What follows belongs to an exercise in optimizing a design on an open flow for small area; a production flow would make more cautious choices. The RTL of this run was laid out without a check of its function.

==> design/flow/design.v <==
`timescale 1ns / 1ps
module signed_mult(a , b , out);
    output [31:0] out;
    input signed [31:0] a;
    input signed [31:0] b;
    wire signed [63:0] mult_out;
    assign mult_out = a*b;
    assign out  = {mult_out[63] , mult_out[55:25]};
endmodule
`timescale 1ns / 1ps
module Slowclock(
    input clk,
    input rst,
    output slowclock,
    output tick
    );
    reg [25:0] counter;
    reg clockout;
    always@(posedge clk)
    begin
        if (rst)
        begin
            counter <= 0;
            clockout <= 0;
        end
        else if( counter == 1)
        begin
            clockout <= !clockout;        
            counter <= 0;
        end
        else
            counter <= counter + 1;
    end
    assign slowclock = clockout;
    assign tick = (counter == 1) && !clockout;
endmodule
`timescale 1ns / 1ps
module Lorenz(clk , rst , en , x_init , y_init , z_init , x , y , z);
    wire signed [31:0] sigma = {7'b0001010 , 25'b0};  
    wire signed [31:0] beta = {7'b0000010 , 25'b1010101010101010101010101};  
    wire signed [31:0] rho = {7'b0011100 , 25'b0};  
    wire signed [31:0] dt = {7'b0 , 20'b00000001000000000000};
    input wire clk;
    input wire rst;
    input wire en;
    input wire signed [31:0] x_init;
    input wire signed [31:0] y_init;
    input wire signed [31:0] z_init;
    output reg signed [31:0] x;
    output reg signed [31:0] y;
    output reg signed [31:0] z;
    reg signed [26:0] dx;
    reg signed [26:0] dy;
    reg signed [26:0] dz;
    wire signed [31:0] m1 , m2 , m3 , m4 , m5 , m6 , m7 , m8 , m9;
    wire signed [31:0] xn , yn , zn;
    wire signed [31:0] scale = {7'b0000010 , 25'b0};
    signed_mult sm1 (.a(m1) , .b(sigma) , .out(m2));
    signed_mult sm2 (.a(m3) , .b(m4) , .out(m5));
    signed_mult sm3 (.a(m3) , .b(y) , .out(m6));
    signed_mult sm4 (.a(m7) , .b(beta) , .out(m8));
    assign m1 = (y - x) >>> 8;
    assign m3 = x >>> 8;
    assign m4 = rho - z;
    assign m7 = z >>> 8;
    assign m9 = (y >>> 8);
    always@(posedge clk)
    begin
        if (rst)
        begin
            x <= x_init;
            y <= y_init;
            z <= z_init;
        end
        else if (en)
        begin
            x <= x + m2;
            y <= y + m5 - m9;
            z <= z + m6 - m8;
        end
    end
    signed_mult sm5 (.a(x) , .b(scale) , .out(xn));
    signed_mult sm6 (.a(y) , .b(scale) , .out(yn));
    signed_mult sm7 (.a(z) , .b(scale) , .out(zn));
endmodule
`timescale 1ns / 1ps
module second_DSM_DAC#(
    parameter dac_bw = 16,
    parameter osr    = 6
)
(
    input clk,
    input rst,
    input wire [15:0] din,
    output wire dout
);
    localparam  mid_val = (1 << (dac_bw - 1)) + (1 << (osr + 2));
    localparam  bw_extra = 2;
    localparam  bw_total = dac_bw + bw_extra;
    reg  dout_r;
    reg  dac_dout;
    reg signed [bw_total - 1 : 0] DAC_ACC1;
    wire signed [bw_total - 1 : 0] max_val = mid_val;
    wire signed [bw_total - 1 : 0] min_val = -mid_val;
    wire signed [bw_total - 1 : 0] dac_val = (!dout_r) ? max_val : min_val;
    wire signed [bw_total - 1 : 0] in_ext = {{bw_extra{din[dac_bw - 1]}} , din};
    wire signed [bw_total - 1 : 0] delta_s0_c0 = in_ext + dac_val;
    wire signed [bw_total - 1 : 0] delta_s0_c1 = DAC_ACC1 + delta_s0_c0;
    always@(posedge clk)
    begin
        if (rst)
            DAC_ACC1 <= 0;
        else
            DAC_ACC1 <= delta_s0_c1;
    end
    localparam  bw_total2 = bw_total + osr;
    reg signed  [bw_total2 - 1 : 0] DAC_ACC2;
    wire signed [bw_total2 - 1 : 0] max_val2 = mid_val;
    wire signed [bw_total2 - 1 : 0] min_val2 = -mid_val;
    wire signed [bw_total2 - 1 : 0] dac_val2 = (!dout_r) ? max_val2 : min_val2;
    wire signed [bw_total2 - 1 : 0] in_ext2 = {{osr{delta_s0_c1[bw_total - 1]}} , delta_s0_c1};
    wire signed [bw_total2 - 1 : 0] delta_s1_c0 = in_ext2 + dac_val2;
    wire signed [bw_total2 - 1 : 0] delta_s1_c1 = DAC_ACC2 + delta_s1_c0;
    always@(posedge clk)
    begin
        if (rst)
            DAC_ACC2 <= 0;
        else
            DAC_ACC2 <= delta_s1_c1;
    end
    always@(posedge clk)
    begin
        if (rst)
        begin
            dout_r   <= 1'b0;
            dac_dout <= 1'b0;
        end
        else
        begin
            dout_r   <= delta_s1_c1[bw_total2 - 1];
            dac_dout <= ~dout_r;
        end
    end
    assign dout = dout_r;
endmodule
`timescale 1ns / 1ps
module Lorenz3D(
    clk,
    rst,
    x_init,
    y_init,
    z_init,
    pinX,
    pinY,
    pinZ,
    x,
    y,
    z
    );
   input wire clk;
   input wire rst;
   input wire [31:0] x_init;
   input wire [31:0] y_init;
   input wire [31:0] z_init;
   output wire pinX;
   output wire pinY;
   output wire pinZ;
   output wire [31:0] x;
   output wire [31:0] y;
   output wire [31:0] z;
	 wire signed [31:0] xm , ym , zm;
	 wire signed [31:0] scale1 = {7'b0000011 , 25'b11100001000000000000};
	 wire signed [7:0] xs , ys , zs;
	reg [31:0] key; 
	 wire slowclock;
	 wire tick;
	 Slowclock clock ( .clk(clk), .rst(rst), .slowclock(slowclock), .tick(tick));
     Lorenz  L1(
     .clk(clk),
     .rst(rst),
     .en(tick),
     .x_init(x_init),
     .y_init(y_init),
     .z_init(z_init),
     .x(x),
     .y(y),
     .z(z)
    );
	second_DSM_DAC #(16 , 6) DSA11 (.clk(clk) , .rst(rst) , .din(x[31:16]) , .dout(pinX));
	second_DSM_DAC #(16 , 6) DSA12 (.clk(clk) , .rst(rst) , .din(y[31:16]) , .dout(pinY));
	second_DSM_DAC #(16 , 6) DSA13 (.clk(clk) , .rst(rst) , .din(z[31:16]) , .dout(pinZ));
	signed_mult sm1 (.a(x) , .b(scale1) , .out(xm));
	signed_mult sm2 (.a(y) , .b(scale1) , .out(ym));
	signed_mult sm3 (.a(z) , .b(scale1) , .out(zm));
endmodule
==> design/flow/run.sh <==
#!/bin/bash
# synth_recipe.tcl (not shown) runs the flow's synth.tcl, then flattens the netlist and writes it again
# the make line also repeats each setting of config.mk as NAME=value (left out here)
make -C /OpenROAD-flow-scripts/flow DESIGN_CONFIG=/design/flow/config.mk WORK_HOME=/design/flow/orfs CLKGATE_MAP_FILE= SYNTH_SCRIPT=/design/flow/synth_recipe.tcl finish
==> design/flow/config.mk <==
export PLATFORM = sky130hd
export DESIGN_NAME = Lorenz3D
export DESIGN_NICKNAME = Lorenz3D
export VERILOG_FILES = /design/flow/design.v
export SDC_FILE = /design/flow/constraint.sdc
export NUM_CORES = 4
export LEC_CHECK = 0
export CAP_MARGIN = 20
export CORE_MARGIN = 2
export CORE_UTILIZATION = 40
export SLEW_MARGIN = 20
==> design/flow/constraint.sdc <==
create_clock -name core_clock -period 18.0 [get_ports {clk}]
set_input_delay 3.6000 -clock core_clock [delete_from_list [all_inputs] [get_ports {clk}]]
set_output_delay 3.6000 -clock core_clock [all_outputs]
set_load 0.01 [all_outputs]
==> qor.csv <==
stage,metric,value,unit
sta,Slew headroom,21.86,%
logic_synthesis,Synth async-reset ratio,0,%
worst_setup_path,Bufs and invs on worst path,5,
grt,first-pass GRT wire length,408700,um
worst_setup_path,required time of the critical path,18.34,ns
worst_setup_path,crit-path max FO,24,
final_layout,layout cells sized above 1,3.210,%
logic_synthesis,sequential area share after synthesis,7.194,%
worst_setup_path,cell mode on critical path,fa_1,
placement,Detailed Place HPWL,206400,um
logic_synthesis,count of unique library cells instantiated by Yosys,83,
cts,Worst-path clk slew,0.06,ns
placement,GP Congestion,0.9628,
logic_synthesis,Yosys warning count,3,
floorplanning,Die Span X,458.6,um
routing,ANT nets after route,0,
job,max-cap violations,0,
final_layout,# fillers,19930,
logic_synthesis,Syn Nets,11820,
floorplanning,core area,205000,um2
worst_setup_path,crit path kind,reg -> reg,
placement,IO Port Bufs,196,
worst_setup_path,critical path's largest stage delay,0.89,ns
sta,RSZ-0062 raised after global routing,false,
routing,DRC Markers,0,
floorplanning,full die area,210300,um2
cts,CTS Hold Bufs,0,
logic_synthesis,"Top FF cell, synth",dfxtp_1,
cts,TritonCTS Buffers,40,
logic_synthesis,"Avg Cell Area, Syn",9.150,um2
final_layout,Area Growth Syn to Fin,8.402,%
logic_synthesis,Netlist Area Pre-Place,82650,um2
grt,pin count of the biggest net entering global routing,96,
logic_synthesis,Post-synth EDFFs,96,
routing,final WL,262400,um
floorplanning,Boundary Pins,197,
sta,max-slew violation count,0,
sta,Worst Max-Slew Pin Slew,1.160,ns
worst_setup_path,CP arrival,15.14,ns
sta,fmax,0.06757,GHz
routing,TritonRoute pass-1 iters,6,
worst_setup_path,Crit. End Element,register,
cts,Clock Sink Count,249,
run_status,outcome,"complete, no violations",
sta,final hold vios,0,
routing,DR iter-0 viols,4324,
sta,Final period util,82.22,%
final_layout,"commonest non-fill, non-tap cell in the layout",inv_1,
sta,skew final,0.02989,ns
sta,Tmin final,14.80,ns
final_layout,most frequent cells in the layout,"2067 x inv_1, 1844 x fa_1, 1035 x nand2_1",
logic_synthesis,Post-Syn Instances,9033,
grt,GRT Total Usage,25.63,%
cts,CTS root buf,clkbuf_16,
cts,post-CTS setup buffers,0,
cts,Max H-tree Level,2,
floorplanning,Die Ht,458.6,um
floorplanning,Rows,166,
sta,# setup viols final,0,
cts,PostCTS Resize Cnt,0,
cts,Clock Tree Buf Depth,3,
routing,routed length per instance,22.21,um
worst_setup_path,family with the most delay on the worst path,simple AND/OR/NAND/NOR gates,
cts,insertion delay of the later-clocked pin in the worst-skew pair,0.64,ns
worst_setup_path,Startpoint Class,register,
sta,Post-Route Setup TNS,0,ns
routing,DR vias,62440,
placement,Worst Setup Slack post-DPL,2.889,ns
hold_path,Hold WC Path Type,reg -> reg,
logic_synthesis,#FFs+latches synth,249,
cts,CTS tree,yes,
worst_setup_path,slowest CP cell,nor4_1,
routing,Via density,5.283,
grt,initial antenna violation count,14,
grt,vias in the first global route,67710,
sta,worst hold slack,0.4885,ns
grt,GRT overflow,0,
sta,worst setup margin,3.201,ns
floorplanning,Initial Util,40.32,%
final_layout,nets,11880,
## registers in the layout (all words and copies together), names as in the netlist
name,flops
DSA12.DAC_ACC1,18
DSA13.DAC_ACC2,24
DSA11.DAC_ACC1,18
DSA13.DAC_ACC1,18
DSA11.DAC_ACC2,24
clock.counter,26
clock.clockout,1
L1.x,32
DSA12.DAC_ACC2,24
L1.z,32
L1.y,32
## worst register-to-register path, delay by kind of cell, from the launching register on
family | cells | cell delay (ns)
flip-flops | 1 | 0.55
buffers and inverters | 5 | 0.56
adder cells (fa/ha/maj) | 10 | 4.59
XOR/XNOR | 3 | 0.48
AND/OR/NAND/NOR | 13 | 5.20
AO/OA/AOI/OAI | 11 | 3.18
## metal layers
metal	global-route usage (%)	routed length [um]
met3	5.391	21070
met4	11.35	14070
met2	41.60	120700
met1	32.93	106500
met5	0	101
## kinds of logic (layout without fill, tap and decap cells)
| kind of cell | count (synthesis) | in the layout | share of synthesized area [%] |
|---|---|---|---|
| compound gates | 842 | 842 | 6.503 |
| xor+xnor | 378 | 378 | 4.049 |
| fa+ha+maj | 2684 | 2684 | 57.38 |
| buf+inv | 2416 | 2510 | 11.00 |
| flops | 249 | 249 | 7.194 |
| mux | 8 | 8 | 0.1044 |
| other cells | 0 | 3 | 0 |
| simple gates | 2456 | 2456 | 13.77 |
## final timing paths
kind              cells past startpoint                to              from  slack [ns]
setup / recovery                     42          L1.y[31]           L1.z[9]        3.20
hold / removal                        1  clock.counter[0]  clock.counter[0]        0.49
setup reg to reg                     42          L1.y[31]           L1.z[9]        3.20
hold reg to reg                       1  clock.counter[0]  clock.counter[0]        0.49
## through the flow
step                      util, %  cell area (um2)  instances
after floorplan                 -            82650       9033
after global placement      43.03            88220      11740
after detailed placement    43.03            88220      11740
after CTS                   43.69            89570      11810
after global routing        43.70            89590      11820
final                       43.71            89600      11820
## cell type report
type                            count  area (um2)  share of cell area, %
Inverter                         2096        7868                  8.781
Clock inverter                     19       190.2                 0.2123
Timing Repair Buffer              341        3078                  3.435
Sequential cell                   249        5946                  6.636
Clock buffer                       54        1156                  1.290
Multi-Input combinational cell   6368       67990                  75.88
Antenna cell                        3       7.507               0.008379
Tap cell                         2688        3363                  3.754
## synthesized netlist by cell type (all sizes together), types with 5 or more instances
library cell | number | share of area, %
o22ai | 8 | 0.061
fa | 1844 | 45
o31a | 13 | 0.14
mux2 | 5 | 0.068
inv | 2071 | 9.4
a21oi | 233 | 1.4
clkbuf | 304 | 1.4
nand3b | 5 | 0.061
o2111ai | 10 | 0.11
a311oi | 8 | 0.085
a31oi | 20 | 0.15
o31ai | 24 | 0.22
o41ai | 10 | 0.11
nor2b | 54 | 0.41
clkinv | 25 | 0.11
o21ai | 207 | 1.3
a21o | 105 | 0.95
o21a | 58 | 0.53
a211o | 6 | 0.064
edfxtp | 96 | 3.5
a21boi | 7 | 0.064
or4 | 7 | 0.073
nor3 | 81 | 0.50
nand2b | 43 | 0.33
nor4 | 18 | 0.14
xnor2 | 240 | 2.6
ha | 840 | 13
a41oi | 6 | 0.086
a221oi | 6 | 0.064
o21bai | 40 | 0.36
and2 | 471 | 3.6
and3 | 37 | 0.29
nand2 | 1038 | 4.7
o211ai | 10 | 0.091
a2111oi | 13 | 0.16
buf | 16 | 0.10
xor2 | 136 | 1.4
or2 | 15 | 0.11
nand3 | 78 | 0.48
a211oi | 31 | 0.28
dfxtp | 153 | 3.7
and4 | 10 | 0.11
nand4 | 41 | 0.31
nor2 | 520 | 2.4
or3 | 28 | 0.21

==> static timing again, ports no longer ideal <==
In the flow no input, the clock included, has a driving cell. The finished layout below was timed again as built, in two steps. Step 1 sets driving cells, clkbuf_16 on the clock port and buf_2 on the other inputs (assumed; they add their load-dependent delay and slew). Step 2, shift: input delay + t, output delay - t, t = (earliest + latest rising clock arrival at the registers) / 2. This alone moves slack from input paths to output paths. Three values: ideal ports, drivers, drivers and shift; two values: the first two.
t (ns): 0.711
setup slack, ns: 3.201 / 3.201 / 3.201
hold slack, ns: 0.489 / 0.489 / 0.489
worst setup path at the end: register to register
After both steps this run still meets setup and hold. The setup slack of this run moves by 0.000 ns with the drivers and by 0.000 ns with both steps.
